What follows belongs to an exercise in optimizing a design on an open flow for small area and a short achievable clock period; a production flow would make more cautious choices. No functional check of the RTL was part of any run shown here. No activity file was given, so power comes from the tool's default toggle rates.

$ cat flow/design.v
module stream_fifo #(
    parameter DATA_WIDTH = 55,
    parameter FIFO_LEN = 8
) (
    input  logic                  ACLK,
    input  logic                  ARESETn,
    input  logic [DATA_WIDTH-1:0] data_i,
    input  logic                  valid_i,
    output logic                  ready_o,
    output logic [DATA_WIDTH-1:0] data_o,        
    output logic                  valid_o,       
    input  logic                  ready_i,       
    output logic [DATA_WIDTH-1:0] mem_head_o,    
    output logic                  load_in_o,     
    output logic                  load_mem_o,    
    output logic [DATA_WIDTH-1:0] data_next_o,   
    output logic                  valid_next_o   
);
    localparam MEM_LEN = FIFO_LEN - 1;
    localparam CW = $clog2(FIFO_LEN + 1);
    logic [DATA_WIDTH-1:0] head;
    logic [DATA_WIDTH-1:0] mem [MEM_LEN];
    logic [MEM_LEN-1:0]    rptr, wptr;
    logic [CW-1:0]         count;
    logic                  head_valid, not_full;
    logic push, pop, c1, ld_in, ld_mem, wr_mem;
    logic [DATA_WIDTH-1:0] mem_rd;
    assign data_o  = head;
    assign valid_o = head_valid;
    assign ready_o = not_full;
    assign push   = valid_i & not_full;
    assign pop    = ready_i;
    assign c1     = (count == 1);
    assign ld_in  = push & (!head_valid | (pop & c1));
    assign ld_mem = pop & !c1;
    assign wr_mem = push & head_valid & !(pop & c1);
    always_comb begin
        mem_rd = '0;
        for (int k = 0; k < MEM_LEN; k++)
            mem_rd = mem_rd | ({DATA_WIDTH{rptr[k]}} & mem[k]);
    end
    assign mem_head_o   = mem_rd;
    assign load_in_o    = ld_in;
    assign load_mem_o   = ld_mem;
    assign data_next_o  = ld_in ? data_i : (ld_mem ? mem_rd : head);
    assign valid_next_o = push | (head_valid & !(pop & c1));
    always_ff @(posedge ACLK) begin
        head <= data_next_o;
    end
    always_ff @(posedge ACLK) begin
        for (int k = 0; k < MEM_LEN; k++)
            if (wr_mem && wptr[k])
                mem[k] <= data_i;
    end
    always_ff @(posedge ACLK or negedge ARESETn) begin
        if (!ARESETn) begin
            rptr       <= 1;
            wptr       <= 1;
            count      <= '0;
            head_valid <= 1'b0;
            not_full   <= 1'b1;
        end else begin
            if (ld_mem)
                rptr <= {rptr[MEM_LEN-2:0], rptr[MEM_LEN-1]};
            if (wr_mem)
                wptr <= {wptr[MEM_LEN-2:0], wptr[MEM_LEN-1]};
            head_valid <= valid_next_o;
            if (push && !pop) begin
                count    <= count + 1'b1;
                not_full <= (count != FIFO_LEN - 1);
            end else if (pop && !push) begin
                count    <= count - 1'b1;
                not_full <= 1'b1;
            end
        end
    end
endmodule
module algorithm_selector_XY #(
    parameter MAX_ROUTERS_X = 4,
    parameter MAX_ROUTERS_X_WIDTH
    = $clog2(MAX_ROUTERS_X),
    parameter MAX_ROUTERS_Y = 4,
    parameter MAX_ROUTERS_Y_WIDTH
    = $clog2(MAX_ROUTERS_Y),
    parameter ROUTER_X = 0,
    parameter ROUTER_Y = 0,
    parameter CHANNEL_NUMBER = 5
) (
    input  logic [MAX_ROUTERS_X_WIDTH-1:0] target_x_i,
    input  logic [MAX_ROUTERS_Y_WIDTH-1:0] target_y_i,
    output logic [CHANNEL_NUMBER-1:0]      selector_o
);
    logic [CHANNEL_NUMBER-1:0] cand;
    assign cand[0] = ((target_x_i == ROUTER_X) && (target_y_i == ROUTER_Y));
    assign cand[1] = (target_y_i < ROUTER_Y);
    assign cand[2] = (target_x_i > ROUTER_X);
    assign cand[3] = (target_y_i > ROUTER_Y);
    assign cand[4] = (target_x_i < ROUTER_X);
    always_comb begin
        selector_o = '0;
        for (int i = CHANNEL_NUMBER - 1; i >= 0; i--)
            if (cand[i])
                selector_o = CHANNEL_NUMBER'(1) << i;
    end
endmodule
module arbiter #(
    parameter CHANNEL_NUMBER = 5,
    parameter [CHANNEL_NUMBER-1:0] RESET_PORT = 5'b00010
) (
    input  logic clk_i, rst_n_i,
    input  logic [CHANNEL_NUMBER-1:0]   valid_i,         
    input  logic [CHANNEL_NUMBER-1:0]   valid_next_i,    
    input  logic [CHANNEL_NUMBER-1:0]   header_next_i,   
    input  logic [CHANNEL_NUMBER*CHANNEL_NUMBER-1:0] port_next_i,  
    input  logic [7:0]                  count_i,         
    input  logic                        take_i,
    output logic [CHANNEL_NUMBER-1:0]   grant_o,         
    output logic [CHANNEL_NUMBER-1:0]   grant_next_o,
    output logic                        valid_o,         
    output logic                        header_o,
    output logic [CHANNEL_NUMBER-1:0]   ctrl_o,
    output logic                        valid_next_o,    
    output logic                        header_next_o,
    output logic [CHANNEL_NUMBER-1:0]   ctrl_next_o
);
    localparam CN = CHANNEL_NUMBER;
    logic [7:0]    left [CN];
    logic [CN-1:0] stored [CN];
    logic [CN-1:0] stored_next [CN];
    logic [CN-1:0] header;              
    logic [CN-1:0] port [CN];           
    logic [CN-1:0] rr_grant;
    logic          last_one, move;
    always_comb begin
        last_one = 1'b0;
        for (int c = 0; c < CN; c++)
            if (grant_o[c])
                last_one = last_one | (left[c] == 8'd1);
    end
    always_comb begin
        rr_grant = '0;
        for (int g = 0; g < CN; g++) begin
            logic [CN-1:0] pick;
            pick = CN'(1) << g;
            for (int i = CN - 1; i > 0; i--)
                if (valid_i[(g + i) % CN])
                    pick = CN'(1) << ((g + i) % CN);
            if (grant_o[g])
                rr_grant = rr_grant | pick;
        end
    end
    assign move         = !take_i | last_one;
    assign grant_next_o = move ? rr_grant : grant_o;
    always_comb begin
        valid_next_o  = 1'b0;
        header_next_o = 1'b0;
        ctrl_next_o   = '0;
        for (int c = 0; c < CN; c++) begin
            stored_next[c] = (grant_o[c] && valid_o && header_o) ? port[c] : stored[c];
            if (grant_next_o[c]) begin
                valid_next_o  = valid_next_o  | valid_next_i[c];
                header_next_o = header_next_o | header_next_i[c];
                ctrl_next_o   = ctrl_next_o   |
                                (header_next_i[c] ? port_next_i[c*CN +: CN] : stored_next[c]);
            end
        end
    end
    always_ff @(posedge clk_i or negedge rst_n_i) begin
        if (!rst_n_i) begin
            grant_o  <= 1;
            valid_o  <= 1'b0;
            header_o <= 1'b0;
            ctrl_o   <= '0;
            for (int c = 0; c < CN; c++) begin
                left[c]   <= '0;
                stored[c] <= RESET_PORT;
            end
        end else begin
            grant_o  <= grant_next_o;
            valid_o  <= valid_next_o;
            header_o <= header_next_o;
            ctrl_o   <= ctrl_next_o;
            for (int c = 0; c < CN; c++) begin
                stored[c] <= stored_next[c];
                if (grant_o[c]) begin
                    if (valid_o && header_o)
                        left[c] <= count_i;
                    else if (take_i)
                        left[c] <= left[c] - 8'd1;
                end
            end
        end
    end
    always_ff @(posedge clk_i) begin
        for (int c = 0; c < CN; c++) begin
            header[c] <= header_next_i[c];
            port[c]   <= port_next_i[c*CN +: CN];
        end
    end
endmodule
module algorithm #(
    parameter CHANNEL_NUMBER = 5
) (
    input  logic clk_i, rst_n_i,
    input  logic                      valid_i,
    input  logic                      header_i,   
    input  logic                      tlast_i,
    input  logic [CHANNEL_NUMBER-1:0] ctrl_i,     
    input  logic                      valid_next_i,
    input  logic                      header_next_i,
    input  logic [CHANNEL_NUMBER-1:0] ctrl_next_i,
    output logic                      take_o,     
    output logic [CHANNEL_NUMBER-1:0] out_valid_o,
    input  logic [CHANNEL_NUMBER-1:0] out_ready_i
);
    logic [CHANNEL_NUMBER-1:0] busy, busy_next;
    assign take_o = |(out_valid_o & out_ready_i);
    always_comb begin
        for (int o = 0; o < CHANNEL_NUMBER; o++)
            busy_next[o] = (valid_i && ctrl_i[o] && out_ready_i[o]) ?
                           (header_i | (busy[o] & !tlast_i)) : busy[o];
    end
    always_ff @(posedge clk_i or negedge rst_n_i) begin
        if (!rst_n_i) begin
            busy        <= '0;
            out_valid_o <= '0;
        end else begin
            busy        <= busy_next;
            out_valid_o <= (valid_next_i && !(header_next_i && |(ctrl_next_i & busy_next))) ?
                           ctrl_next_i : '0;
        end
    end
endmodule
module router #(
    parameter AXIS_DATA_WIDTH = 40,
    parameter ID_WIDTH = 4,
    parameter CHANNEL_NUMBER = 5,
    parameter BUFFER_LENGTH = 8,
    parameter MAX_ROUTERS_X = 4,
    parameter MAX_ROUTERS_X_WIDTH
    = $clog2(MAX_ROUTERS_X),
    parameter MAX_ROUTERS_Y = 4,
    parameter MAX_ROUTERS_Y_WIDTH
    = $clog2(MAX_ROUTERS_Y),
    parameter ROUTER_X = 1,
    parameter ROUTER_Y = 2,
    parameter STRB_WIDTH = AXIS_DATA_WIDTH/8
)(
    input  clk_i, rst_n_i,
    input  logic [CHANNEL_NUMBER*AXIS_DATA_WIDTH-1:0] in_tdata_i,
    input  logic [CHANNEL_NUMBER*STRB_WIDTH-1:0]      in_tstrb_i,
    input  logic [CHANNEL_NUMBER*STRB_WIDTH-1:0]      in_tkeep_i,
    input  logic [CHANNEL_NUMBER-1:0]                 in_tlast_i,
    input  logic [CHANNEL_NUMBER*ID_WIDTH-1:0]        in_tid_i,
    input  logic [CHANNEL_NUMBER-1:0]                 in_tvalid_i,
    output logic [CHANNEL_NUMBER-1:0]                 in_tready_o,
    output logic [CHANNEL_NUMBER*AXIS_DATA_WIDTH-1:0] out_tdata_o,
    output logic [CHANNEL_NUMBER*STRB_WIDTH-1:0]      out_tstrb_o,
    output logic [CHANNEL_NUMBER*STRB_WIDTH-1:0]      out_tkeep_o,
    output logic [CHANNEL_NUMBER-1:0]                 out_tlast_o,
    output logic [CHANNEL_NUMBER*ID_WIDTH-1:0]        out_tid_o,
    output logic [CHANNEL_NUMBER-1:0]                 out_tvalid_o,
    input  logic [CHANNEL_NUMBER-1:0]                 out_tready_i
);
    localparam CN = CHANNEL_NUMBER;
    localparam FLIT_WIDTH = AXIS_DATA_WIDTH + 2*STRB_WIDTH + 1 + ID_WIDTH;
    localparam DATA_LSB = FLIT_WIDTH - AXIS_DATA_WIDTH;
    localparam XYW = MAX_ROUTERS_X_WIDTH + MAX_ROUTERS_Y_WIDTH;
    function automatic [CN-1:0] port_of_origin();
        port_of_origin = '0;
        for (int i = CN - 1; i >= 0; i--) begin
            if ((i == 0 && ROUTER_X == 0 && ROUTER_Y == 0) ||
                (i == 1 && 0 < ROUTER_Y) || (i == 2 && 0 > ROUTER_X) ||
                (i == 3 && 0 > ROUTER_Y) || (i == 4 && 0 < ROUTER_X))
                port_of_origin = CN'(1) << i;
        end
    endfunction
    logic [FLIT_WIDTH-1:0] head_next [CN];
    logic [FLIT_WIDTH-1:0] mem_head [CN];
    logic [CN-1:0]         head_valid, head_valid_next;
    logic [CN-1:0]         load_in, load_mem;
    logic [CN-1:0]         header_next;
    logic [CN*CN-1:0]      port_next;
    logic [CN-1:0]         pop;
    logic [CN-1:0]         grant, grant_next;
    logic                  g_valid, g_header, take;
    logic [CN-1:0]         g_ctrl;
    logic                  g_valid_next, g_header_next;
    logic [CN-1:0]         g_ctrl_next;
    logic [FLIT_WIDTH-1:0] g_flit, g_flit_next;
    generate
        genvar i;
        for (i = 0; i < CN; i++) begin : gen_in
            logic [FLIT_WIDTH-1:0] flit;
            logic [CN-1:0]         port_in, port_mem, port_head;
            logic                  header_head;
            assign flit = {
                in_tdata_i[i*AXIS_DATA_WIDTH +: AXIS_DATA_WIDTH],
                in_tstrb_i[i*STRB_WIDTH +: STRB_WIDTH],
                in_tkeep_i[i*STRB_WIDTH +: STRB_WIDTH],
                in_tlast_i[i],
                in_tid_i[i*ID_WIDTH +: ID_WIDTH]
            };
            stream_fifo #(
                .DATA_WIDTH(FLIT_WIDTH),
                .FIFO_LEN(BUFFER_LENGTH)
            ) q (
                .ACLK(clk_i),
                .ARESETn(rst_n_i),
                .data_i(flit),
                .valid_i(in_tvalid_i[i]),
                .ready_o(in_tready_o[i]),
                .data_o(),
                .valid_o(head_valid[i]),
                .ready_i(pop[i]),
                .mem_head_o(mem_head[i]),
                .load_in_o(load_in[i]),
                .load_mem_o(load_mem[i]),
                .data_next_o(head_next[i]),
                .valid_next_o(head_valid_next[i])
            );
            assign pop[i] = take & grant[i];
            algorithm_selector_XY #(
               .MAX_ROUTERS_X(MAX_ROUTERS_X), .MAX_ROUTERS_Y(MAX_ROUTERS_Y),
               .ROUTER_X(ROUTER_X), .ROUTER_Y(ROUTER_Y), .CHANNEL_NUMBER(CN)
            ) sel_in (
                .target_x_i(flit[DATA_LSB + MAX_ROUTERS_Y_WIDTH +: MAX_ROUTERS_X_WIDTH]),
                .target_y_i(flit[DATA_LSB +: MAX_ROUTERS_Y_WIDTH]),
                .selector_o(port_in)
            );
            algorithm_selector_XY #(
               .MAX_ROUTERS_X(MAX_ROUTERS_X), .MAX_ROUTERS_Y(MAX_ROUTERS_Y),
               .ROUTER_X(ROUTER_X), .ROUTER_Y(ROUTER_Y), .CHANNEL_NUMBER(CN)
            ) sel_mem (
                .target_x_i(mem_head[i][DATA_LSB + MAX_ROUTERS_Y_WIDTH +: MAX_ROUTERS_X_WIDTH]),
                .target_y_i(mem_head[i][DATA_LSB +: MAX_ROUTERS_Y_WIDTH]),
                .selector_o(port_mem)
            );
            always_ff @(posedge clk_i) begin
                header_head <= header_next[i];
                port_head   <= port_next[i*CN +: CN];
            end
            assign header_next[i] = load_in[i]  ? (flit[ID_WIDTH-1:0] == '0) :
                                    load_mem[i] ? (mem_head[i][ID_WIDTH-1:0] == '0) : header_head;
            assign port_next[i*CN +: CN] = load_in[i]  ? port_in :
                                           load_mem[i] ? port_mem : port_head;
            assign {
                out_tdata_o[i*AXIS_DATA_WIDTH +: AXIS_DATA_WIDTH],
                out_tstrb_o[i*STRB_WIDTH +: STRB_WIDTH],
                out_tkeep_o[i*STRB_WIDTH +: STRB_WIDTH],
                out_tlast_o[i],
                out_tid_o[i*ID_WIDTH +: ID_WIDTH]
            } = g_flit;
        end
    endgenerate
    always_comb begin
        g_flit_next = '0;
        for (int c = 0; c < CN; c++)
            g_flit_next = g_flit_next | ({FLIT_WIDTH{grant_next[c]}} & head_next[c]);
    end
    always_ff @(posedge clk_i) begin
        g_flit <= g_flit_next;
    end
    arbiter #(
        .CHANNEL_NUMBER(CN),
        .RESET_PORT(port_of_origin())
    ) arb (
        .clk_i(clk_i), .rst_n_i(rst_n_i),
        .valid_i(head_valid),
        .valid_next_i(head_valid_next),
        .header_next_i(header_next),
        .port_next_i(port_next),
        .count_i(g_flit[DATA_LSB + 2*XYW +: 8]),
        .take_i(take),
        .grant_o(grant),
        .grant_next_o(grant_next),
        .valid_o(g_valid),
        .header_o(g_header),
        .ctrl_o(g_ctrl),
        .valid_next_o(g_valid_next),
        .header_next_o(g_header_next),
        .ctrl_next_o(g_ctrl_next)
    );
    algorithm #(
        .CHANNEL_NUMBER(CN)
    ) alg (
        .clk_i(clk_i), .rst_n_i(rst_n_i),
        .valid_i(g_valid),
        .header_i(g_header),
        .tlast_i(g_flit[ID_WIDTH]),
        .ctrl_i(g_ctrl),
        .valid_next_i(g_valid_next),
        .header_next_i(g_header_next),
        .ctrl_next_i(g_ctrl_next),
        .take_o(take),
        .out_valid_o(out_tvalid_o),
        .out_ready_i(out_tready_i)
    );
endmodule
$ cat flow/run.sh
#!/bin/bash
# synth_recipe.tcl (not shown) runs the flow's synth.tcl, then flattens the netlist and writes it again
# the make line also repeats each setting of config.mk as NAME=value (left out here)
make -C /OpenROAD-flow-scripts/flow DESIGN_CONFIG=/design/flow/config.mk WORK_HOME=/design/flow/orfs CLKGATE_MAP_FILE= SYNTH_SCRIPT=/design/flow/synth_recipe.tcl finish
$ cat flow/config.mk
export PLATFORM = sky130hd
export DESIGN_NAME = router
export DESIGN_NICKNAME = router
export VERILOG_FILES = /design/flow/design.v
export SDC_FILE = /design/flow/constraint.sdc
export NUM_CORES = 4
export LEC_CHECK = 0
export CAP_MARGIN = 20
export CORE_MARGIN = 2
export CORE_UTILIZATION = 45
export PLACE_DENSITY = 0.6
export SLEW_MARGIN = 20
$ cat flow/constraint.sdc
create_clock -name core_clock -period 7.5 [get_ports {clk_i}]
set_input_delay 1.5000 -clock core_clock [delete_from_list [all_inputs] [get_ports {clk_i}]]
set_output_delay 1.5000 -clock core_clock [all_outputs]
set_load 0.01 [all_outputs]
==> qor.csv, run 1 <==
metric;value;unit
dp_hpwl;181000;µm
cp.required;8.08;ns
slew_violations;0;
yosys.area_share.simple;3.94;%
p_leak;35.4;nW
rr_worst_depth;7;
maxCapViolCount;0;
pwr_density_cell;250;nW/µm²
clk_path_buf_depth;3;
synth.avg_cell_area;15.1;µm²
cts.sink_count;2472;
synth_area_leaders;edfxtp_1, dfxtp_1, dfrtp_1;
fin_nets;6774;
root_buffer;clkbuf_16;
critPathKind;in2reg;
synth_cell_types;88;
synth_top_family_by_area;compound AO/OA/AOI/OAI gates;
worstSetupStartpointType;input pin;
ys_warn_count;12;
whs_path_depth;2;
syn_area;93000;µm²
use_met2;42.2;%
postCtsHoldBufs;0;
routed-via-count;57800;
synth_top_area_cell;edfxtp_1;
finClkSkew;0.0453;ns
worst-slew-pin-transition;1.30;ns
core_area;205000;µm²
die_area;210000;µm²
finalSetupViolations;0;
drt_iter0_markers;7862;
final_util;52.7;%
rsz0062_at_grt;false;
finalSetupTns;0;ns
grtUsageMet3;6.43;%
synth_ff_type;edfxtp_1;
fillCellCount;16800;
vdd_drop_max;0.271;mV
postCtsSetupBuffers;0;
grt_max_degree;101;
syn_nets;6486;
antenna_found_initial;57;
period_share;71.8;%
synthToLayoutAreaGrowth;16.1;%
die_w;459;µm
gp_congestion;0.923;
ios;572;
netlist_instances;6169;
yosysSeqAreaShare;75.0;%
grt-ovfl-total;0;
hold_violations;0;
drive_above_1_share;9.83;%
end_kind;flip-flop;
numCtsBuffers;237;
ant_nets;0;
die_y;459;µm
drc;0;
outcome;no timing/DRC/antenna violations;
first_pass_iters;9;
synth_top_cell_area_share;62.2;%
wl_per_cell;30.5;µm
htree_levels;4;
r2r_slack;2.57;ns
maxSlewHeadroom;12.5;%
port_buffers;571;
finalWirelength;286000;µm
grtUsageMet1;35.1;%
synth-edff-count;1925;
synth_mux_area_share;1.19;%
synth-xor-area-share;0.188;%
grt_pass1_vias;54600;
clk_pin_slew;0.07;ns
grt_pass1_wl;405000;µm
timing.fmax;186;MHz
start_util;45.4;%
synth-compound-area-share;15.4;%
synthAdderAreaFrac;0.404;%
holdCritPathClass;reg2reg;
critPathMaxFanout;34;
vias_per_cell;6.16;
num_rows;166;
worst_skew_pair.late_latency;0.90;ns
min_period;5.38;ns
yosys-top-cells-count;edfxtp_1, a21oi_1, nand2_1;
cp.arrival;5.97;ns
gr-usage-all-layers;26.5;%
async_flop_share;7.56;%
synth_seq_cells;2472;
cts_resized;0;
cts_tree;built;
synth.most_common_cell;edfxtp_1;
grt_busiest_layer;met2;
## stage by stage
stage | std cells | hold slack [ns] | area [µm²] | power (W) | worst slack [ns]
2_1_floorplan | 6169 | 0.432 | 93000 | 0.0151 | 2.62
3_3_place_gp | 8904 | 0.462 | 100000 | 0.0154 | 1.17
3_5_place_dp | 8906 | 0.462 | 100000 | 0.0154 | 1.20
4_1_cts | 9361 | 0.477 | 108000 | 0.0271 | 2.13
5_1_grt | 9364 | 0.505 | 108000 | 0.0276 | 1.96
6_report | 9383 | 0.481 | 108000 | 0.0270 | 2.12
## where the power goes
group / total, W / internal, W / switching, W / leakage [nW]
combinational: 0.000363 / 0.000137 / 0.000226 / 8.98
sequential: 0.0148 / 0.0148 / 0 / 22.6
clock: 0.0118 / 0.00665 / 0.00519 / 3.79
## cell families after synthesis
| family | after synthesis |
|---|---|
| xor gates and xnor gates | 20 |
| AOI/OAI and AO/OA | 2010 |
| adders and majority gates | 30 |
| DFF | 2472 |
| and+or+nand+nor | 805 |
| buffers and inverters | 730 |
| muxes | 102 |
## cells in the final DEF (no fill, tap or decap), types with 94 or more instances in the layout
cell type / count
a21oi_1: 598
a221oi_1: 285
a222oi_1: 277
a22o_1: 292
a22oi_1: 98
clkbuf_16: 240
clkdlybuf4s50_1: 570
dfrtp_1: 136
dfxtp_1: 360
edfxtp_1: 1925
inv_1: 94
nand2_1: 438
nor2_1: 127
o21ai_0: 315
## per-layer routing
metal  up-vias  wire [µm]
met2      2647     134000
met1     29600     112000
met5         -        326
met3       520      27000
li1      25000          -
met4        52      12200
## flip-flops by register name (all words and copies together), names as in the netlist
signal and cells:
alg.busy 5, alg.out_valid_o 5, arb.ctrl_o 5, arb.grant_o 5, arb.header_o 1, arb.left 40, arb.port 25, arb.stored 25
arb.valid_o 1, g_flit 55, gen_in.header_head 5, gen_in.q.count 20, gen_in.q.head 275, gen_in.q.head_valid 5, gen_in.q.mem 1925, gen_in.q.not_full 5
gen_in.q.rptr 35, gen_in.q.wptr 35
## path summary, 6_finish.rpt
path,start,to
max,out_tready_i[0],gen_in[4].q.mem[5][21]$_DFFE_PP_
min,alg.busy[4]$_DFF_PN0_,alg.busy[4]$_DFF_PN0_
max reg2reg,alg.out_valid_o[0]$_DFF_PN0_,gen_in[4].q.mem[5][21]$_DFFE_PP_
min reg2reg,alg.busy[4]$_DFF_PN0_,alg.busy[4]$_DFF_PN0_
max in group asynchronous,rst_n_i,gen_in[0].q.rptr[6]$_DFFE_PN0P_
min in group asynchronous,rst_n_i,gen_in[1].q.wptr[2]$_DFFE_PN0P_
## worst max-delay path, stage by stage
cell and delay [ns]:
clkdlybuf4s50_1 0.46, a222oi_1 0.55, buf_4 0.31, and2_1 0.63
o21ai_0 0.29, nor2_1 0.79, and2_2 1.02, buf_4 0.35
## layout make-up
type | count | area, µm² | share of cell area (%)
Inverter | 99 | 372 | 0.344
Clock buffer | 357 | 6840 | 6.33
Antenna cell | 22 | 55.1 | 0.0510
Sequential cell | 2472 | 69800 | 64.7
Multi-Input combinational cell | 2967 | 19800 | 18.3
Clock inverter | 98 | 947 | 0.877
Tap cell | 2688 | 3360 | 3.11
Timing Repair Buffer | 680 | 6790 | 6.29
==> run 2, diff against run 1 <==
--- a/flow/config.mk
+++ b/flow/config.mk
@@ -5,8 +5,10 @@
 export SDC_FILE = /design/flow/constraint.sdc
 export NUM_CORES = 4
 export LEC_CHECK = 0
+export ABC_CLOCK_PERIOD_IN_PS = 3000
 export CAP_MARGIN = 20
 export CORE_MARGIN = 2
 export CORE_UTILIZATION = 45
 export PLACE_DENSITY = 0.6
+export SETUP_SLACK_MARGIN = 4.5
 export SLEW_MARGIN = 20
==> run 2 against run 1 <==
  * Synthesized cell count stayed put
  * Largest power group unchanged
  * Critical endpoint is now alg.out_valid_o[3]$_DFF_PN0_
  * Sequential share of layout area decreased by 8.4 points
  * Clock power up 12%
  * Setup slack better by 1.6 ns
  * Sequential power is essentially flat
  * Combinational power increased by 6.6%
  * Final cell count up 10%
  * Critical path depth increased by 7
  * Still clean on timing, DRC and antenna
  * Flip-flop and latch count is the same
  * Die area is the same
==> qor.csv, run 2 <==
metric;value;unit
outcome;no timing/DRC/antenna violations;
synth_cell_types;88;
vdd_drop_max;0.248;mV
async_flop_share;7.56;%
dp_hpwl;181000;µm
syn_area;93000;µm²
p_leak;43.8;nW
core_area;205000;µm²
period_share;49.9;%
synthToLayoutAreaGrowth;33.9;%
finalWirelength;366000;µm
yosys-top-cells-count;edfxtp_1, a21oi_1, nand2_1;
synth_area_leaders;edfxtp_1, dfxtp_1, dfrtp_1;
syn_nets;6486;
hold_start;arb.stored[1][0]$_DFF_PN0_;
cts_tree;built;
rr_startpoint;alg.out_valid_o[3]$_DFF_PN0_;
grt-ovfl-total;0;
cp.arrival;4.58;ns
synth_top_area_cell;edfxtp_1;
timing.fmax;267;MHz
wl_per_cell;35.5;µm
r2r_end;alg.out_valid_o[3]$_DFF_PN0_;
largestRegisters;gen_in.q.mem: 1925 flops, gen_in.q.head: 275 flops, g_flit: 55 flops;
antenna_found_initial;68;
largest_reg_flops;1925;
gp_congestion;0.908;
slowest_delay;0.41;ns
worst_skew_pair.late_latency;0.95;ns
clk_pin_slew;0.06;ns
synth.most_common_cell;edfxtp_1;
worstSetupStartpointType;input pin;
htree_levels;5;
fin_area;125000;µm²
synth_seq_cells;2472;
min_to;arb.stored[1][0]$_DFF_PN0_;
whs_path_depth;1;
num_rows;166;
rsz0062_at_grt;true;
drc;0;
start_util;45.4;%
finalSetupTns;0;ns
maxSlewHeadroom;28.8;%
first_pass_iters;10;
grt_max_degree;68;
port_buffers;571;
synth-edff-count;1925;
critPathKind;in2reg;
synth_ff_type;edfxtp_1;
clk_path_buf_depth;4;
pwr_density_cell;228;nW/µm²
dp.cells;8883;
setup_slack;3.76;ns
vias_per_cell;6.56;
ys_warn_count;12;
end_kind;flip-flop;
worst-slew-pin-transition;1.07;ns
finClkSkew;0.0754;ns
drive_above_1_share;30.8;%
min_period;3.74;ns
slew_violations;0;
hold_violations;0;
cts.sink_count;2472;
whs;0.497;ns
fin_nets;7726;
yosysSeqAreaShare;75.0;%
cp.required;8.34;ns
pre_cts_ws;1.55;ns
die_w;459;µm
regMostFlops;gen_in.q.mem;
final_cell_mix;edfxtp_1, buf_6, a21oi_1, nand2_1;
ios;572;
critPathMaxFanout;18;
die_area;210000;µm²
ant_nets;0;
rr_worst_depth;14;
gr-usage-all-layers;32.2;%
synth.avg_cell_area;15.1;µm²
dpl_cell_area;100000;µm²
routed-via-count;67700;
numCtsBuffers;275;
maxCapViolCount;0;
r2r_slack;3.81;ns
holdCritPathClass;reg2reg;
root_buffer;clkbuf_16;
netlist_instances;6169;
final_common_cell;edfxtp_1;
grt_pass1_wl;479000;µm
die_y;459;µm
drt_iter0_markers;10800;
grt_pass1_vias;60600;
finalSetupViolations;0;
synth_top_cell_area_share;62.2;%
fin_cells;10300;
path_cells;buf_12 > a222oi_1 > buf_4 > buf_6 > buf_12 > a211oi_2 > buf_4 > and4b_1 > a211oi_1 > a21oi_1 > mux2i_1 > o22a_1 > a32oi_1 > a2111o_1 > o21ai_1;
slowest_stage;a2111o_1;
[run 2: cell counts after synthesis]
No cell type changed its count.
[run 2: how the worst max path moves through the flow]
| stage | depth (start not counted) | endpoint | start | slack [ns] |
|---|---|---|---|---|
| after floorplan | 11 | alg.out_valid_o[0]$_DFF_PN0_ | out_tready_i[0] | 3.64 |
| after global placement | 12 | alg.out_valid_o[2]$_DFF_PN0_ | out_tready_i[1] | 1.55 |
| after detailed placement | 9 | gen_in[2].q.mem[0][12]$_DFFE_PP_ | out_tready_i[0] | 1.55 |
| after CTS | 13 | alg.out_valid_o[3]$_DFF_PN0_ | out_tready_i[0] | 3.87 |
| after global routing | 16 | alg.out_valid_o[3]$_DFF_PN0_ | out_tready_i[3] | 3.75 |
| final | 15 | alg.out_valid_o[3]$_DFF_PN0_ | out_tready_i[0] | 3.76 |
[run 2: cell type report]
class	instances	area [µm²]
Timing Repair Buffer	1429	17700
Clock inverter	92	917
Timing Repair inverter	1	11.3
Tap cell	2688	3360
Fill cell	14800	80500
Inverter	99	414
Multi-Input combinational cell	3131	24300
Antenna cell	25	62.6
Clock buffer	385	7730
Sequential cell	2472	70000
[run 2: power by group]
group / switching (W) / internal (W)
Combinational: 0.000247 / 0.000140
Sequential: 0 / 0.0147
Clock: 0.00543 / 0.00779
[run 2: cell families after synthesis]
| logic type | Yosys count | share of synthesized area (%) |
|---|---|---|
| AOI/OAI and AO/OA | 2010 | 15.4 |
| xor gates and xnor gates | 20 | 0.188 |
| adders and majority gates | 30 | 0.404 |
| buffers and inverters | 730 | 3.92 |
| DFF | 2472 | 75.0 |
| muxes | 102 | 1.19 |
| and+or+nand+nor | 805 | 3.94 |
[run 2: stage by stage]
stage                     total power, W  utilization, %
final                             0.0283            60.7
after global routing              0.0289            60.7
after CTS                         0.0284            58.1
after detailed placement          0.0154            48.9
after global placement            0.0154            48.9
after floorplan                   0.0151               -
[run 2: worst max-delay path: cells and delay by family]
kind                   cells  cell delay (ns)
buffers and inverters      5             0.86
and+or+nand+nor            1             0.23
AOI/OAI and AO/OA          8             1.72
muxes                      1             0.27
[run 2: metal layers]
| metal | track usage (%) | up-vias | routed length (µm) |
|---|---|---|---|
| met5 | 0 | - | 409 |
| met4 | 19.1 | 64 | 27500 |
| met3 | 8.75 | 1144 | 47000 |
| met2 | 48.5 | 5206 | 163000 |
| met1 | 41.7 | 34100 | 129000 |
| li1 | - | 27200 | - |
[run 2: repair_timing]
item,CTS,global route
gates cloned,165,59
hold buffers,0,0
buffers inserted,469,244
endpoints found under the hold margin,0,0
gates resized for setup,2377,571
endpoints found under the setup margin,2679,2407
pin swaps,131,115
==> run 3, diff against run 2 <==
--- a/flow/design.v
+++ b/flow/design.v
@@ -14,7 +14,9 @@
     output logic                  load_in_o,     
     output logic                  load_mem_o,    
     output logic [DATA_WIDTH-1:0] data_next_o,   
-    output logic                  valid_next_o   
+    output logic                  valid_next_o,  
+    output logic                  push_o,        
+    output logic                  single_o       
 );
     localparam MEM_LEN = FIFO_LEN - 1;
     localparam CW = $clog2(FIFO_LEN + 1);
@@ -44,12 +46,14 @@
     assign load_mem_o   = ld_mem;
     assign data_next_o  = ld_in ? data_i : (ld_mem ? mem_rd : head);
     assign valid_next_o = push | (head_valid & !(pop & c1));
+    assign push_o       = push;
+    assign single_o     = c1;
     always_ff @(posedge ACLK) begin
         head <= data_next_o;
     end
     always_ff @(posedge ACLK) begin
         for (int k = 0; k < MEM_LEN; k++)
-            if (wr_mem && wptr[k])
+            if (push && wptr[k])
                 mem[k] <= data_i;
     end
     always_ff @(posedge ACLK or negedge ARESETn) begin
@@ -109,9 +113,14 @@
 ) (
     input  logic clk_i, rst_n_i,
     input  logic [CHANNEL_NUMBER-1:0]   valid_i,         
-    input  logic [CHANNEL_NUMBER-1:0]   valid_next_i,    
-    input  logic [CHANNEL_NUMBER-1:0]   header_next_i,   
-    input  logic [CHANNEL_NUMBER*CHANNEL_NUMBER-1:0] port_next_i,  
+    input  logic [CHANNEL_NUMBER-1:0]   single_i,        
+    input  logic [CHANNEL_NUMBER-1:0]   push_i,          
+    input  logic [CHANNEL_NUMBER-1:0]   header_i,
+    input  logic [CHANNEL_NUMBER*CHANNEL_NUMBER-1:0] port_i,
+    input  logic [CHANNEL_NUMBER-1:0]   header_in_i,
+    input  logic [CHANNEL_NUMBER*CHANNEL_NUMBER-1:0] port_in_i,
+    input  logic [CHANNEL_NUMBER-1:0]   header_mem_i,
+    input  logic [CHANNEL_NUMBER*CHANNEL_NUMBER-1:0] port_mem_i,
     input  logic [7:0]                  count_i,         
     input  logic                        take_i,
     output logic [CHANNEL_NUMBER-1:0]   grant_o,         
@@ -126,16 +135,38 @@
     localparam CN = CHANNEL_NUMBER;
     logic [7:0]    left [CN];
     logic [CN-1:0] stored [CN];
-    logic [CN-1:0] stored_next [CN];
-    logic [CN-1:0] header;              
-    logic [CN-1:0] port [CN];           
     logic [CN-1:0] rr_grant;
-    logic          last_one, move;
+    logic          last_one, other, to_other, stay_pop;
+    logic          g_valid, g_single, g_push, g_hdr, g_hdr_in, g_hdr_mem;
+    logic [CN-1:0] g_port, g_port_in, g_port_mem, g_stored;
+    logic          n_hdr;
+    logic [CN-1:0] n_port, n_stored;
     always_comb begin
-        last_one = 1'b0;
-        for (int c = 0; c < CN; c++)
-            if (grant_o[c])
-                last_one = last_one | (left[c] == 8'd1);
+        last_one  = 1'b0;
+        g_valid   = 1'b0; g_single  = 1'b0; g_push    = 1'b0;
+        g_hdr     = 1'b0; g_hdr_in  = 1'b0; g_hdr_mem = 1'b0;
+        g_port    = '0;   g_port_in = '0;   g_port_mem = '0; g_stored = '0;
+        n_hdr     = 1'b0; n_port    = '0;   n_stored  = '0;
+        for (int c = 0; c < CN; c++) begin
+            if (grant_o[c]) begin
+                last_one   = last_one | (left[c] == 8'd1);
+                g_valid    = g_valid    | valid_i[c];
+                g_single   = g_single   | single_i[c];
+                g_push     = g_push     | push_i[c];
+                g_hdr      = g_hdr      | header_i[c];
+                g_hdr_in   = g_hdr_in   | header_in_i[c];
+                g_hdr_mem  = g_hdr_mem  | header_mem_i[c];
+                g_port     = g_port     | port_i[c*CN +: CN];
+                g_port_in  = g_port_in  | port_in_i[c*CN +: CN];
+                g_port_mem = g_port_mem | port_mem_i[c*CN +: CN];
+                g_stored   = g_stored   | stored[c];
+            end
+            if (rr_grant[c]) begin
+                n_hdr    = n_hdr    | header_i[c];
+                n_port   = n_port   | port_i[c*CN +: CN];
+                n_stored = n_stored | stored[c];
+            end
+        end
     end
     always_comb begin
         rr_grant = '0;
@@ -149,20 +180,47 @@
                 rr_grant = rr_grant | pick;
         end
     end
-    assign move         = !take_i | last_one;
-    assign grant_next_o = move ? rr_grant : grant_o;
+    assign other        = |(valid_i & ~grant_o);
+    assign to_other     = other & (!take_i | last_one);
+    assign stay_pop     = take_i & !to_other;
+    assign grant_next_o = to_other ? rr_grant : grant_o;
+    logic [CN-1:0] g_stored_next;
+    assign g_stored_next = (valid_o && header_o) ? g_port : g_stored;
+    logic          p_valid, p_hdr;       
+    logic [CN-1:0] p_port;
+    logic          s_valid, s_hdr;       
+    logic [CN-1:0] s_port;
     always_comb begin
-        valid_next_o  = 1'b0;
-        header_next_o = 1'b0;
-        ctrl_next_o   = '0;
-        for (int c = 0; c < CN; c++) begin
-            stored_next[c] = (grant_o[c] && valid_o && header_o) ? port[c] : stored[c];
-            if (grant_next_o[c]) begin
-                valid_next_o  = valid_next_o  | valid_next_i[c];
-                header_next_o = header_next_o | header_next_i[c];
-                ctrl_next_o   = ctrl_next_o   |
-                                (header_next_i[c] ? port_next_i[c*CN +: CN] : stored_next[c]);
-            end
+        if (g_single) begin
+            p_valid = g_push;
+            p_hdr   = g_hdr_in;
+            p_port  = g_hdr_in ? g_port_in : g_stored_next;
+        end else begin
+            p_valid = 1'b1;
+            p_hdr   = g_hdr_mem;
+            p_port  = g_hdr_mem ? g_port_mem : g_stored_next;
+        end
+        if (g_valid) begin
+            s_valid = 1'b1;
+            s_hdr   = g_hdr;
+            s_port  = g_hdr ? g_port : g_stored_next;
+        end else begin
+            s_valid = g_push;
+            s_hdr   = g_hdr_in;
+            s_port  = g_hdr_in ? g_port_in : g_stored_next;
+        end
+        if (to_other) begin
+            valid_next_o  = 1'b1;
+            header_next_o = n_hdr;
+            ctrl_next_o   = n_hdr ? n_port : n_stored;
+        end else if (take_i) begin
+            valid_next_o  = p_valid;
+            header_next_o = p_hdr;
+            ctrl_next_o   = p_port;
+        end else begin
+            valid_next_o  = s_valid;
+            header_next_o = s_hdr;
+            ctrl_next_o   = s_port;
         end
     end
     always_ff @(posedge clk_i or negedge rst_n_i) begin
@@ -181,8 +239,8 @@
             header_o <= header_next_o;
             ctrl_o   <= ctrl_next_o;
             for (int c = 0; c < CN; c++) begin
-                stored[c] <= stored_next[c];
                 if (grant_o[c]) begin
+                    stored[c] <= g_stored_next;
                     if (valid_o && header_o)
                         left[c] <= count_i;
                     else if (take_i)
@@ -191,12 +249,6 @@
             end
         end
     end
-    always_ff @(posedge clk_i) begin
-        for (int c = 0; c < CN; c++) begin
-            header[c] <= header_next_i[c];
-            port[c]   <= port_next_i[c*CN +: CN];
-        end
-    end
 endmodule
 module algorithm #(
     parameter CHANNEL_NUMBER = 5
@@ -277,10 +329,11 @@
     endfunction
     logic [FLIT_WIDTH-1:0] head_next [CN];
     logic [FLIT_WIDTH-1:0] mem_head [CN];
-    logic [CN-1:0]         head_valid, head_valid_next;
+    logic [CN-1:0]         head_valid;
     logic [CN-1:0]         load_in, load_mem;
-    logic [CN-1:0]         header_next;
-    logic [CN*CN-1:0]      port_next;
+    logic [CN-1:0]         push, single;
+    logic [CN-1:0]         header_next, header_head, header_in, header_mem;
+    logic [CN*CN-1:0]      port_next, port_head, port_in, port_mem;
     logic [CN-1:0]         pop;
     logic [CN-1:0]         grant, grant_next;
     logic                  g_valid, g_header, take;
@@ -292,8 +345,6 @@
         genvar i;
         for (i = 0; i < CN; i++) begin : gen_in
             logic [FLIT_WIDTH-1:0] flit;
-            logic [CN-1:0]         port_in, port_mem, port_head;
-            logic                  header_head;
             assign flit = {
                 in_tdata_i[i*AXIS_DATA_WIDTH +: AXIS_DATA_WIDTH],
                 in_tstrb_i[i*STRB_WIDTH +: STRB_WIDTH],
@@ -317,7 +368,9 @@
                 .load_in_o(load_in[i]),
                 .load_mem_o(load_mem[i]),
                 .data_next_o(head_next[i]),
-                .valid_next_o(head_valid_next[i])
+                .valid_next_o(),
+                .push_o(push[i]),
+                .single_o(single[i])
             );
             assign pop[i] = take & grant[i];
             algorithm_selector_XY #(
@@ -326,7 +379,7 @@
             ) sel_in (
                 .target_x_i(flit[DATA_LSB + MAX_ROUTERS_Y_WIDTH +: MAX_ROUTERS_X_WIDTH]),
                 .target_y_i(flit[DATA_LSB +: MAX_ROUTERS_Y_WIDTH]),
-                .selector_o(port_in)
+                .selector_o(port_in[i*CN +: CN])
             );
             algorithm_selector_XY #(
                .MAX_ROUTERS_X(MAX_ROUTERS_X), .MAX_ROUTERS_Y(MAX_ROUTERS_Y),
@@ -334,16 +387,19 @@
             ) sel_mem (
                 .target_x_i(mem_head[i][DATA_LSB + MAX_ROUTERS_Y_WIDTH +: MAX_ROUTERS_X_WIDTH]),
                 .target_y_i(mem_head[i][DATA_LSB +: MAX_ROUTERS_Y_WIDTH]),
-                .selector_o(port_mem)
+                .selector_o(port_mem[i*CN +: CN])
             );
             always_ff @(posedge clk_i) begin
-                header_head <= header_next[i];
-                port_head   <= port_next[i*CN +: CN];
+                header_head[i]           <= header_next[i];
+                port_head[i*CN +: CN]    <= port_next[i*CN +: CN];
             end
-            assign header_next[i] = load_in[i]  ? (flit[ID_WIDTH-1:0] == '0) :
-                                    load_mem[i] ? (mem_head[i][ID_WIDTH-1:0] == '0) : header_head;
-            assign port_next[i*CN +: CN] = load_in[i]  ? port_in :
-                                           load_mem[i] ? port_mem : port_head;
+            assign header_in[i]  = (flit[ID_WIDTH-1:0] == '0);
+            assign header_mem[i] = (mem_head[i][ID_WIDTH-1:0] == '0);
+            assign header_next[i] = load_in[i]  ? header_in[i] :
+                                    load_mem[i] ? header_mem[i] : header_head[i];
+            assign port_next[i*CN +: CN] = load_in[i]  ? port_in[i*CN +: CN] :
+                                           load_mem[i] ? port_mem[i*CN +: CN] :
+                                                         port_head[i*CN +: CN];
             assign {
                 out_tdata_o[i*AXIS_DATA_WIDTH +: AXIS_DATA_WIDTH],
                 out_tstrb_o[i*STRB_WIDTH +: STRB_WIDTH],
@@ -367,9 +423,14 @@
     ) arb (
         .clk_i(clk_i), .rst_n_i(rst_n_i),
         .valid_i(head_valid),
-        .valid_next_i(head_valid_next),
-        .header_next_i(header_next),
-        .port_next_i(port_next),
+        .single_i(single),
+        .push_i(push),
+        .header_i(header_head),
+        .port_i(port_head),
+        .header_in_i(header_in),
+        .port_in_i(port_in),
+        .header_mem_i(header_mem),
+        .port_mem_i(port_mem),
         .count_i(g_flit[DATA_LSB + 2*XYW +: 8]),
         .take_i(take),
         .grant_o(grant),
==> run 3 against run 2 <==
  * Still clean
  * Core utilization decreased by 3.6 points
  * Register-to-register slack improved by 0.14 ns
  * Setup slack improved by 0.19 ns
  * Via count decreased by 3.7%
==> qor.csv, run 3 <==
metric;value;unit
synth_top_cell_area_share;62.7;%
die_area;212000;µm²
critPathKind;reg2reg;
synth-edff-count;1955;
root_buffer;clkbuf_16;
maxCapViolCount;0;
drt_iter0_markers;10600;
grt-ovfl-total;0;
ios;572;
synthToLayoutAreaGrowth;26.3;%
fin_cells;10000;
gp_congestion;0.938;
gr-usage-all-layers;31.6;%
yosysSeqAreaShare;74.8;%
vias_per_cell;6.50;
port_buffers;571;
num_rows;167;
critPathLaunch;gen_in[4].q.rptr[6]$_DFFE_PN0P_;
die_y;460;µm
fin_nets;7375;
start_util;45.2;%
path_common_cell;buf_4;
antenna_found_initial;99;
finClkSkew;0.0656;ns
ys_warn_count;10;
critPathTopFamily;compound AO/OA/AOI/OAI gates;
cp.required;8.24;ns
min_period;3.55;ns
regMostFlops;gen_in.q.mem;
drc;0;
numCtsBuffers;240;
cts_tree;built;
worst-slew-pin-transition;1.12;ns
period_share;47.4;%
synth.avg_cell_area;15.0;µm²
slowest_delay;0.65;ns
postCtsHoldBufs;0;
netlist_instances;6228;
slew_violations;0;
outcome;no timing/DRC/antenna violations;
holdCritPathClass;reg2reg;
wl_per_cell;34.7;µm
worstSetupStartpointType;flip-flop;
hold_violations;0;
synth_ff_type;edfxtp_1;
clk_pin_slew;0.06;ns
slowest_stage;buf_4;
timing.fmax;281;MHz
grt_pass1_vias;60000;
ant_nets;0;
fillCellCount;15900;
p_leak;39.5;nW
seq_area;70400;µm²
synth_seq_cells;2472;
syn_area;93600;µm²
synth.most_common_cell;edfxtp_1;
vdd_drop_max;0.251;mV
yosys-top-cells-count;edfxtp_1, a22oi_1, o21ai_0;
rsz0062_at_grt;true;
clk_path_buf_depth;3;
maxSlewHeadroom;25.7;%
synth_cell_types;80;
hold_start;arb.stored[1][1]$_DFFE_PN1P_;
final_cell_mix;edfxtp_1, a22oi_1, nand2_1, buf_6, a222oi_1;
finalWirelength;348000;µm
htree_levels;4;
critPathBufInv;2;
finalSetupTns;0;ns
core_area;207000;µm²
first_pass_iters;10;
routed-via-count;65200;
syn_nets;6545;
worst_skew_pair.late_latency;0.91;ns
largestRegisters;gen_in.q.mem: 1925 flops, gen_in.q.head: 275 flops, g_flit: 55 flops;
dp_hpwl;199000;µm
synth_top_area_cell;edfxtp_1;
cts.sink_count;2472;
die_w;460;µm
drive_above_1_share;27.7;%
critPathMaxFanout;43;
end_kind;flip-flop;
final_common_cell;edfxtp_1;
finalSetupViolations;0;
rr_startpoint;gen_in[4].q.rptr[6]$_DFFE_PN0P_;
dp.cells;9014;
grt_pass1_wl;473000;µm
pwr_density_cell;233;nW/µm²
synth_area_leaders;edfxtp_1, dfxtp_1, a22oi_1;
async_flop_share;7.56;%
grt_max_degree;141;
largest_reg_flops;1925;
cp.arrival;4.29;ns
multiInputGateArea;22800;µm²
path_cells;buf_4 > a222oi_1 > and3_1 > nor4_2 > a32oi_1 > o211ai_1 > o21ai_1 > a32oi_2 > a221oi_2 > buf_4 > a31oi_4 > nor2b_1;
[run 3: cell count changes in the layout (fill, tap and decap cells not counted), moves of 75 or more]
cell,before,now
a22oi_1,85,608
a21oi_1,505,39
a22o_1,246,5
nand4_1,23,264
a221oi_1,237,1
o21ai_0,99,278
buf_6,613,438
and2_4,178,25
buf_12,203,77
o21ai_2,64,152
buf_4,210,292
nand3_1,37,112
[run 3: layer usage]
layer / vias to the layer above / GRT usage (%) / share of wire, %
li1: 26600 / - / -
met1: 33300 / 43.7 / 37
met2: 4510 / 46.9 / 45
met3: 668 / 8.43 / 13
met4: 70 / 14.1 / 5.0
met5: - / 0 / 0.13
[run 3: kinds of logic after synthesis]
kind of cell	share of synthesized area, %
multiplexers	1.58
AO/OA/AOI/OAI	13.2
XOR/XNOR	0.187
AND/OR/NAND/NOR	6.06
buffers and inverters	3.80
flip-flops	74.8
adder cells (fa/ha/maj)	0.401
[run 3: metrics by stage]
stage	total power, W	setup slack [ns]	hold WS [ns]	util (%)	instance area [µm²]
2_1_floorplan	0.0151	3.96	0.434	-	94000
3_3_place_gp	0.0154	2.06	0.485	48.8	101000
3_5_place_dp	0.0155	2.02	0.483	48.8	101000
4_1_cts	0.0276	4.18	0.505	55.7	115000
5_1_grt	0.0282	3.92	0.525	57.1	118000
6_report	0.0275	3.95	0.497	57.1	118000
[run 3: final timing paths]
| path | endpoint | slack (ns) | cells past startpoint |
|---|---|---|---|
| worst min-delay path | arb.stored[1][1]$_DFFE_PN1P_ | 0.50 | 2 |
| max in group asynchronous | gen_in[2].q.rptr[5]$_DFFE_PN0P_ | 5.57 | 2 |
| worst max register to register | alg.out_valid_o[3]$_DFF_PN0_ | 3.95 | 12 |
| min in group asynchronous | gen_in[0].q.wptr[4]$_DFFE_PN0P_ | 0.58 | 1 |
| worst max-delay path | alg.out_valid_o[3]$_DFF_PN0_ | 3.95 | 12 |
| worst min register to register | arb.stored[1][1]$_DFFE_PN1P_ | 0.50 | 2 |
[run 3: final cells by class]
type,instances,share of cell area (%)
timing repair buffer,1199,11.2
multi-input combinational,3099,19.3
inverter,46,0.159
clock buffer,322,5.68
antenna,55,0.116
clock inverter,139,1.19
tap,2704,2.86
sequential,2472,59.5
[run 3: tightest hold or removal path, stage by stage, from the launching register on]
cell and delay (ns):
dfstp_2 0.37, inv_1 0.06, o21ai_0 0.07
[run 3: what timing repair did]
item,4_1_cts,5_1_grt
cloned,52,10
setup buffers,342,102
endpoints found under the setup margin,1045,384
pin swaps,137,118
hold endpoints to repair,0,0
gates resized for setup,2212,510
[run 3: report_power, final]
part | switching [W] | internal [W]
clock | 0.00535 | 0.00701
combinational | 0.000255 | 0.000149
sequential | 0.00000288 | 0.0148
==> run 4, diff against run 3 <==
--- a/flow/design.v
+++ b/flow/design.v
@@ -1,6 +1,7 @@
 module stream_fifo #(
     parameter DATA_WIDTH = 55,
-    parameter FIFO_LEN = 8
+    parameter FIFO_LEN = 8,
+    parameter [DATA_WIDTH-1:0] KEY_MASK = '0
 ) (
     input  logic                  ACLK,
     input  logic                  ARESETn,
@@ -11,6 +12,7 @@
     output logic                  valid_o,       
     input  logic                  ready_i,       
     output logic [DATA_WIDTH-1:0] mem_head_o,    
+    output logic [DATA_WIDTH-1:0] mem_key_o,     
     output logic                  load_in_o,     
     output logic                  load_mem_o,    
     output logic [DATA_WIDTH-1:0] data_next_o,   
@@ -26,7 +28,8 @@
     logic [CW-1:0]         count;
     logic                  head_valid, not_full;
     logic push, pop, c1, ld_in, ld_mem, wr_mem;
-    logic [DATA_WIDTH-1:0] mem_rd;
+    logic [DATA_WIDTH-1:0] mem_rd, mem_rd2, mem_key;
+    logic [MEM_LEN-1:0]    rptr_inc;
     assign data_o  = head;
     assign valid_o = head_valid;
     assign ready_o = not_full;
@@ -41,7 +44,20 @@
         for (int k = 0; k < MEM_LEN; k++)
             mem_rd = mem_rd | ({DATA_WIDTH{rptr[k]}} & mem[k]);
     end
+    assign rptr_inc = {rptr[MEM_LEN-2:0], rptr[MEM_LEN-1]};
+    always_comb begin
+        mem_rd2 = '0;
+        for (int k = 0; k < MEM_LEN; k++)
+            mem_rd2 = mem_rd2 | ({DATA_WIDTH{rptr_inc[k]}} & mem[k] & KEY_MASK);
+    end
+    always_ff @(posedge ACLK) begin
+        if (push && (ld_mem ? |(wptr & rptr_inc) : |(wptr & rptr)))
+            mem_key <= data_i & KEY_MASK;
+        else if (ld_mem)
+            mem_key <= mem_rd2;
+    end
     assign mem_head_o   = mem_rd;
+    assign mem_key_o    = mem_key;
     assign load_in_o    = ld_in;
     assign load_mem_o   = ld_mem;
     assign data_next_o  = ld_in ? data_i : (ld_mem ? mem_rd : head);
@@ -65,7 +81,7 @@
             not_full   <= 1'b1;
         end else begin
             if (ld_mem)
-                rptr <= {rptr[MEM_LEN-2:0], rptr[MEM_LEN-1]};
+                rptr <= rptr_inc;
             if (wr_mem)
                 wptr <= {wptr[MEM_LEN-2:0], wptr[MEM_LEN-1]};
             head_valid <= valid_next_o;
@@ -318,6 +334,8 @@
     localparam FLIT_WIDTH = AXIS_DATA_WIDTH + 2*STRB_WIDTH + 1 + ID_WIDTH;
     localparam DATA_LSB = FLIT_WIDTH - AXIS_DATA_WIDTH;
     localparam XYW = MAX_ROUTERS_X_WIDTH + MAX_ROUTERS_Y_WIDTH;
+    localparam [FLIT_WIDTH-1:0] KEY_MASK =
+        {{(FLIT_WIDTH-DATA_LSB-XYW){1'b0}}, {XYW{1'b1}}, {(DATA_LSB-ID_WIDTH){1'b0}}, {ID_WIDTH{1'b1}}};
     function automatic [CN-1:0] port_of_origin();
         port_of_origin = '0;
         for (int i = CN - 1; i >= 0; i--) begin
@@ -329,6 +347,7 @@
     endfunction
     logic [FLIT_WIDTH-1:0] head_next [CN];
     logic [FLIT_WIDTH-1:0] mem_head [CN];
+    logic [FLIT_WIDTH-1:0] mem_key [CN];
     logic [CN-1:0]         head_valid;
     logic [CN-1:0]         load_in, load_mem;
     logic [CN-1:0]         push, single;
@@ -354,7 +373,8 @@
             };
             stream_fifo #(
                 .DATA_WIDTH(FLIT_WIDTH),
-                .FIFO_LEN(BUFFER_LENGTH)
+                .FIFO_LEN(BUFFER_LENGTH),
+                .KEY_MASK(KEY_MASK)
             ) q (
                 .ACLK(clk_i),
                 .ARESETn(rst_n_i),
@@ -365,6 +385,7 @@
                 .valid_o(head_valid[i]),
                 .ready_i(pop[i]),
                 .mem_head_o(mem_head[i]),
+                .mem_key_o(mem_key[i]),
                 .load_in_o(load_in[i]),
                 .load_mem_o(load_mem[i]),
                 .data_next_o(head_next[i]),
@@ -385,8 +406,8 @@
                .MAX_ROUTERS_X(MAX_ROUTERS_X), .MAX_ROUTERS_Y(MAX_ROUTERS_Y),
                .ROUTER_X(ROUTER_X), .ROUTER_Y(ROUTER_Y), .CHANNEL_NUMBER(CN)
             ) sel_mem (
-                .target_x_i(mem_head[i][DATA_LSB + MAX_ROUTERS_Y_WIDTH +: MAX_ROUTERS_X_WIDTH]),
-                .target_y_i(mem_head[i][DATA_LSB +: MAX_ROUTERS_Y_WIDTH]),
+                .target_x_i(mem_key[i][DATA_LSB + MAX_ROUTERS_Y_WIDTH +: MAX_ROUTERS_X_WIDTH]),
+                .target_y_i(mem_key[i][DATA_LSB +: MAX_ROUTERS_Y_WIDTH]),
                 .selector_o(port_mem[i*CN +: CN])
             );
             always_ff @(posedge clk_i) begin
@@ -394,7 +415,7 @@
                 port_head[i*CN +: CN]    <= port_next[i*CN +: CN];
             end
             assign header_in[i]  = (flit[ID_WIDTH-1:0] == '0);
-            assign header_mem[i] = (mem_head[i][ID_WIDTH-1:0] == '0);
+            assign header_mem[i] = (mem_key[i][ID_WIDTH-1:0] == '0);
             assign header_next[i] = load_in[i]  ? header_in[i] :
                                     load_mem[i] ? header_mem[i] : header_head[i];
             assign port_next[i*CN +: CN] = load_in[i]  ? port_in[i*CN +: CN] :
==> flow/flow/run.sh (new file) <==
#!/bin/bash
# The standard layout, with plain buffers (rather than the delay cells
# buffer_ports picks by itself) as the port buffers.
set -uo pipefail
export BUFFER_PORTS_ARGS="-buffer_cell sky130_fd_sc_hd__buf_2"
bash standard.sh > standard.log 2>&1
==> flow/standard.sh (new file) <==
#!/bin/bash
# synth_recipe.tcl (not shown) runs the flow's synth.tcl, then flattens the netlist and writes it again
# the make line also repeats each setting of config.mk as NAME=value (left out here)
make -C /OpenROAD-flow-scripts/flow DESIGN_CONFIG=/design/flow/config.mk WORK_HOME=/design/flow/orfs CLKGATE_MAP_FILE= SYNTH_SCRIPT=/design/flow/synth_recipe.tcl "${@:-finish}"
--- a/flow/config.mk
+++ b/flow/config.mk
@@ -10,5 +10,5 @@
 export CORE_MARGIN = 2
 export CORE_UTILIZATION = 45
 export PLACE_DENSITY = 0.6
-export SETUP_SLACK_MARGIN = 4.5
+export SETUP_SLACK_MARGIN = 4.3
 export SLEW_MARGIN = 20
removed: flow/run.sh
==> run 4 against run 3 <==
  * Flip-flop and latch count up 40
  * Sequential share of layout area increased by 2.2 points
  * Non-clock buffer count is 233 lower
  * Hold slack better by 0.0039 ns
  * Register-to-register slack better by 0.18 ns
  * Clock power up 6%
  * Area after synthesis up 3.4%
  * Die area grew 3.4%
  * Via count rose by 1.2%
  * Routed wire length decreased by 4.1%
  * Combinational power decreased by 25%
  * Critical path type is now in2reg
  * Critical endpoint is now g_flit[49]$_DFF_P_
==> qor.csv, run 4 <==
metric;value;unit
largestRegisters;gen_in.q.mem: 1925 flops, gen_in.q.head: 275 flops, g_flit: 55 flops;
clk_path_buf_depth;4;
rr_worst_depth;12;
timing.fmax;288;MHz
finalSetupTns;0;ns
fillCellCount;17200;
die_y;468;µm
period_share;46.3;%
largest_reg_flops;1925;
yosys-top-cells-count;edfxtp_1, a22oi_1, nand2_1;
gp_congestion;0.970;
vdd_drop_max;0.243;mV
rsz0062_at_grt;true;
critPathLaunch;out_tready_i[0];
synth-edff-count;1995;
multiInputGateArea;24100;µm²
synth_area_leaders;edfxtp_1, dfxtp_1, a22oi_1;
cts_tree;built;
dp_hpwl;201000;µm
root_buffer;clkbuf_16;
netlist_instances;6524;
maxSlewHeadroom;28.0;%
cts.sink_count;2512;
async_flop_share;7.44;%
synth_top_area_cell;edfxtp_1;
p_leak;38.8;nW
finalSetupViolations;0;
routed-via-count;66000;
finalWirelength;334000;µm
seq_area;71400;µm²
postCtsHoldBufs;0;
ys_warn_count;11;
outcome;no timing/DRC/antenna violations;
drc;0;
drt_iter0_markers;10200;
vias_per_cell;6.46;
num_rows;170;
final_util;53.9;%
worst-slew-pin-transition;1.08;ns
core_area;214000;µm²
numCtsBuffers;278;
synth_top_cell_area_share;61.9;%
gr-usage-all-layers;29.3;%
slew_violations;0;
syn_area;96800;µm²
synth_ff_type;edfxtp_1;
pwr_density_cell;246;nW/µm²
die_area;219000;µm²
min_period;3.47;ns
synthToLayoutAreaGrowth;19.4;%
drive_above_1_share;27.3;%
clk_pin_slew;0.06;ns
fin_nets;7430;
antenna_found_initial;127;
grt-ovfl-total;0;
final_cell_mix;edfxtp_1, a22oi_1, buf_2, nand2_1, a222oi_1;
port_buffers;571;
yosysSeqAreaShare;73.6;%
wl_per_cell;32.7;µm
syn_nets;6841;
final_common_cell;edfxtp_1;
holdCritPathClass;reg2reg;
regMostFlops;gen_in.q.mem;
first_pass_iters;10;
worst_skew_pair.late_latency;0.94;ns
maxCapViolCount;0;
r2r_end;g_flit[20]$_DFF_P_;
worstSetupStartpointType;input pin;
start_util;45.2;%
die_w;468;µm
synth.avg_cell_area;14.8;µm²
grt_pass1_wl;461000;µm
synth_seq_cells;2512;
hold_violations;0;
cp.arrival;4.22;ns
cp.required;8.25;ns
synth_cell_types;81;
htree_levels;5;
r2r_slack;4.13;ns
dpl_cell_area;102000;µm²
critPathKind;in2reg;
endpoint;g_flit[49]$_DFF_P_;
end_kind;flip-flop;
ios;572;
synth.most_common_cell;edfxtp_1;
grt_pass1_vias;60500;
grt_max_degree;92;
fin_area;116000;µm²
rr_startpoint;arb.grant_o[3]$_DFF_PN0_;
ant_nets;0;
critPathMaxFanout;23;
finClkSkew;0.0949;ns
## run 4: where the power goes
group	leakage [nW]	switching, W	internal [W]
Combinational	11.6	0.000237	0.0000683
Sequential	22.9	0.00000124	0.0150
Clock	4.25	0.00541	0.00772
## run 4: area by class of cell
cell class	count	area share, %
Sequential cell	2512	61.8
Multi-Input combinational cell	3240	20.9
Clock buffer	408	6.88
Timing Repair Buffer	966	6.23
Tap cell	2838	3.07
Clock inverter	80	0.618
Inverter	112	0.401
Antenna cell	54	0.117
Timing Repair inverter	3	0.0152
## run 4: per-layer routing
| layer | part of all wire [%] | up-vias | GRT usage, % | routed length, µm |
|---|---|---|---|---|
| met5 | 0.15 | - | 0 | 510 |
| met4 | 5.8 | 80 | 14.7 | 19300 |
| met3 | 12 | 757 | 7.62 | 39300 |
| met2 | 44 | 4057 | 42.7 | 147000 |
| met1 | 38 | 33600 | 40.7 | 128000 |
| li1 | - | 27600 | - | - |
## run 4: worst max-delay path, stage by stage
cell,delay [ns]
buf_6,0.09
a222oi_1,0.42
nand2_2,0.20
buf_12,0.20
buf_4,0.16
buf_4,0.18
nand3_4,0.18
buf_8,0.26
a31oi_1,0.06
a21oi_1,0.14
o21ai_1,0.17
a22oi_2,0.46
o211ai_1,0.17
## run 4: through the flow
stage	setup slack, ns	hold WS [ns]	cells	power (W)
2_1_floorplan	4.06	0.435	6524	0.0153
3_3_place_gp	1.74	0.470	9417	0.0156
3_5_place_dp	1.97	0.486	9428	0.0156
4_1_cts	4.03	0.497	10000	0.0285
5_1_grt	4.00	0.530	10200	0.0291
6_report	4.03	0.501	10200	0.0284
## run 4: cell families (layout without fill, tap and decap cells)
logic type      Yosys count  count (layout)  synth area share (%)
other cells               0              54                     0
mux                     128             128                  1.47
simple gates            849             869                  3.97
buf+inv                 792            1569                  4.01
compound gates         2193            2193                  16.4
flops                  2512            2512                  73.6
xor+xnor                 20              20                 0.181
fa+ha+maj                30              30                 0.388
## run 4: worst min path at each step
stage / from / slack [ns] / end / depth (start not counted)
2_1_floorplan: alg.busy[0]$_DFF_PN0_ / 0.43 / alg.busy[0]$_DFF_PN0_ / 2
3_3_place_gp: alg.busy[2]$_DFF_PN0_ / 0.47 / alg.busy[2]$_DFF_PN0_ / 2
3_5_place_dp: alg.busy[2]$_DFF_PN0_ / 0.49 / alg.busy[2]$_DFF_PN0_ / 2
4_1_cts: alg.busy[2]$_DFF_PN0_ / 0.50 / alg.busy[2]$_DFF_PN0_ / 2
5_1_grt: gen_in[1].q.count[3]$_DFFE_PN0P_ / 0.53 / gen_in[1].q.count[3]$_DFFE_PN0P_ / 1
6_report: alg.busy[2]$_DFF_PN0_ / 0.50 / alg.busy[2]$_DFF_PN0_ / 2
## run 4: timing repair
item | CTS | global route
setup buffers | 90 | 114
pin swaps | 44 | 115
endpoints found under the hold margin | 0 | 0
resized for setup | 429 | 317
gates cloned | 29 | 10
endpoints found under the setup margin | 549 | 138
==> run 5, diff against run 4 <==
--- a/flow/config.mk
+++ b/flow/config.mk
@@ -10,5 +10,5 @@
 export CORE_MARGIN = 2
 export CORE_UTILIZATION = 45
 export PLACE_DENSITY = 0.6
-export SETUP_SLACK_MARGIN = 4.3
+export SETUP_SLACK_MARGIN = 4.0
 export SLEW_MARGIN = 20
==> run 5 against run 4 <==
  * Still clean
  * Sequential share of layout area rose by 1.8 points
  * Fmax shrank 5.4%
  * Area after synthesis did not move
  * First-iteration DRC count is 1.2% lower
  * Sequential power is essentially flat
  * Via count fell by 1.0%
  * Die area is the same
  * Synthesized cell count unchanged
  * Non-clock buffer count fell by 132
  * Flip-flop and latch count did not move
  * Highest routed layer unchanged
==> qor.csv, run 5 <==
metric;value;unit
share_comb_of_total_power;1.1;%
finalSetupTns;0;ns
outcome;no timing/DRC/antenna violations;
htree_levels;5;
port_buffers;571;
die_area;219000;µm²
synth_cell_types;81;
routed-via-count;65300;
largestRegisters;gen_in.q.mem: 1925 flops, gen_in.q.head: 275 flops, g_flit: 55 flops;
r2r_slack;3.91;ns
slowest_delay;0.72;ns
vias_per_cell;6.50;
largest_reg_flops;1925;
vdd_drop_max;0.237;mV
clk_path_buf_depth;4;
path_cells;buf_4 > a222oi_1 > nand2_1 > buf_12 > buf_4 > nand2_4 > o21ai_4 > and2_4 > buf_4 > o21ai_1 > a22oi_2 > o211ai_1;
die_w;468;µm
die_y;468;µm
synth_seq_cells;2512;
r2r_end;g_flit[26]$_DFF_P_;
gr-usage-all-layers;30.0;%
worst_skew_pair.late_latency;0.95;ns
ys_warn_count;11;
gp_congestion;0.981;
first_pass_iters;10;
wl_per_cell;34.0;µm
grt_pass1_wl;468000;µm
synth.avg_cell_area;14.8;µm²
synth-edff-count;1995;
holdCritPathClass;reg2reg;
syn_area;96800;µm²
critPathKind;in2reg;
worst-slew-pin-transition;1.22;ns
hold_start;alg.busy[0]$_DFF_PN0_;
power_frac_clock;46.4;%
fin_area;112000;µm²
drt_iter0_markers;10100;
clk_pin_slew;0.06;ns
regMostFlops;gen_in.q.mem;
seqPwrFrac;52.6;%
cts.sink_count;2512;
dp_hpwl;211000;µm
drive_above_1_share;22.2;%
finalWirelength;342000;µm
final_common_cell;edfxtp_1;
yosysSeqAreaShare;73.6;%
synth_top_area_cell;edfxtp_1;
fin_cells;10100;
pwr_density_cell;255;nW/µm²
synth_top_cell_area_share;61.9;%
ios;572;
dpl_cell_area;101000;µm²
drc;0;
core_area;214000;µm²
end_kind;flip-flop;
worstSetupStartpointType;input pin;
synth.most_common_cell;edfxtp_1;
endpoint;g_flit[33]$_DFF_P_;
cp.required;8.28;ns
final_cell_mix;edfxtp_1, a22oi_1, buf_2, nand2_1, a222oi_1;
netlist_instances;6524;
cts_tree;built;
dp.cells;9438;
maxSlewHeadroom;18.8;%
async_flop_share;7.44;%
grt_pass1_vias;60600;
numCtsBuffers;279;
maxCapViolCount;0;
grt-ovfl-total;0;
num_rows;170;
cp.arrival;4.45;ns
[run 5: cell types whose count changed in the layout (fill, tap and decap cells not counted), moves of 26 or more]
cell,delta
diode_2,-26
buf_6,-40
dfxtp_1,+42
dfxtp_2,-32
a22oi_2,-44
o21ai_2,-53
buf_4,-42
a21oi_1,+55
o21ai_0,+61
a22oi_1,+44
a21oi_2,-51
buf_12,-33
a31oi_1,+26
[run 5: repair_timing]
item,4_1_cts,5_1_grt
cloned,17,14
hold buffers,0,0
gates resized for setup,134,127
pin swaps,20,36
endpoints found under the setup margin,285,82
buffers inserted,29,41
[run 5: metrics by stage]
| stage | total power, W | hold WS (ns) | setup WS [ns] | util (%) |
|---|---|---|---|---|
| global placement | 0.0156 | 0.474 | 1.70 | 47.4 |
| detailed placement | 0.0156 | 0.475 | 1.86 | 47.4 |
| finish | 0.0286 | 0.494 | 3.83 | 52.4 |
| CTS | 0.0287 | 0.490 | 3.85 | 51.9 |
| floorplan | 0.0153 | 0.435 | 3.98 | - |
| global route | 0.0293 | 0.513 | 3.88 | 52.4 |
[run 5: worst min-delay path by stage]
stage	depth (start not counted)	end	slack [ns]
global placement	2	alg.busy[0]$_DFF_PN0_	0.47
finish	2	alg.busy[0]$_DFF_PN0_	0.49
floorplan	2	alg.busy[0]$_DFF_PN0_	0.43
CTS	2	alg.busy[0]$_DFF_PN0_	0.49
detailed placement	2	alg.busy[0]$_DFF_PN0_	0.48
global route	1	gen_in[3].q.count[3]$_DFFE_PN0P_	0.51
[run 5: worst max-delay path: cells and delay by family]
family          cells  cell delay (ns)
simple gates        3             0.56
buf+inv             4             0.76
compound gates      5             1.57
[run 5: cell type report]
type | count | area [µm²]
fill | 17500 | 102000
sequential | 2512 | 71300
multi-input combinational | 3241 | 22700
clock buffer | 398 | 7940
timing repair buffer | 834 | 5370
tap | 2838 | 3550
clock inverter | 88 | 820
inverter | 112 | 492
antenna | 28 | 70.1
timing repair inverter | 2 | 17.5
[run 5: logic make-up (layout without fill, tap and decap cells)]
group / count (synthesis) / count (layout) / share of synthesized area (%)
DFF: 2512 / 2512 / 73.6
AOI/OAI and AO/OA: 2193 / 2193 / 16.4
and+or+nand+nor: 849 / 870 / 3.97
buffers and inverters: 792 / 1434 / 4.01
muxes: 128 / 128 / 1.47
adders and majority gates: 30 / 30 / 0.388
xor gates and xnor gates: 20 / 20 / 0.181
other: 0 / 28 / 0
[run 5: metal layers]
| metal | track usage [%] | vias up | share of wire [%] |
|---|---|---|---|
| met5 | 0 | - | 0.14 |
| met4 | 16.1 | 72 | 6.0 |
| met3 | 7.45 | 759 | 11 |
| met2 | 46.1 | 4167 | 46 |
| met1 | 39.3 | 33100 | 37 |
| li1 | - | 27200 | - |
[run 5: power groups by stage]
stage	registers [W]	logic, W	clock network [W]
3_3_place_gp	0.0153	0.000291	0
5_1_grt	0.0150	0.000337	0.0139
6_report	0.0150	0.000311	0.0132
3_5_place_dp	0.0153	0.000305	0
4_1_cts	0.0150	0.000308	0.0134
2_1_floorplan	0.0153	0.0000139	0

Setup slack of run 5, layout unchanged: 3.829 ns with ideal ports, 3.874 ns with driving cells assumed (clock clkbuf_16, inputs buf_2), 2.878 ns with port delays also shifted by the 0.996 ns mid clock arrival.
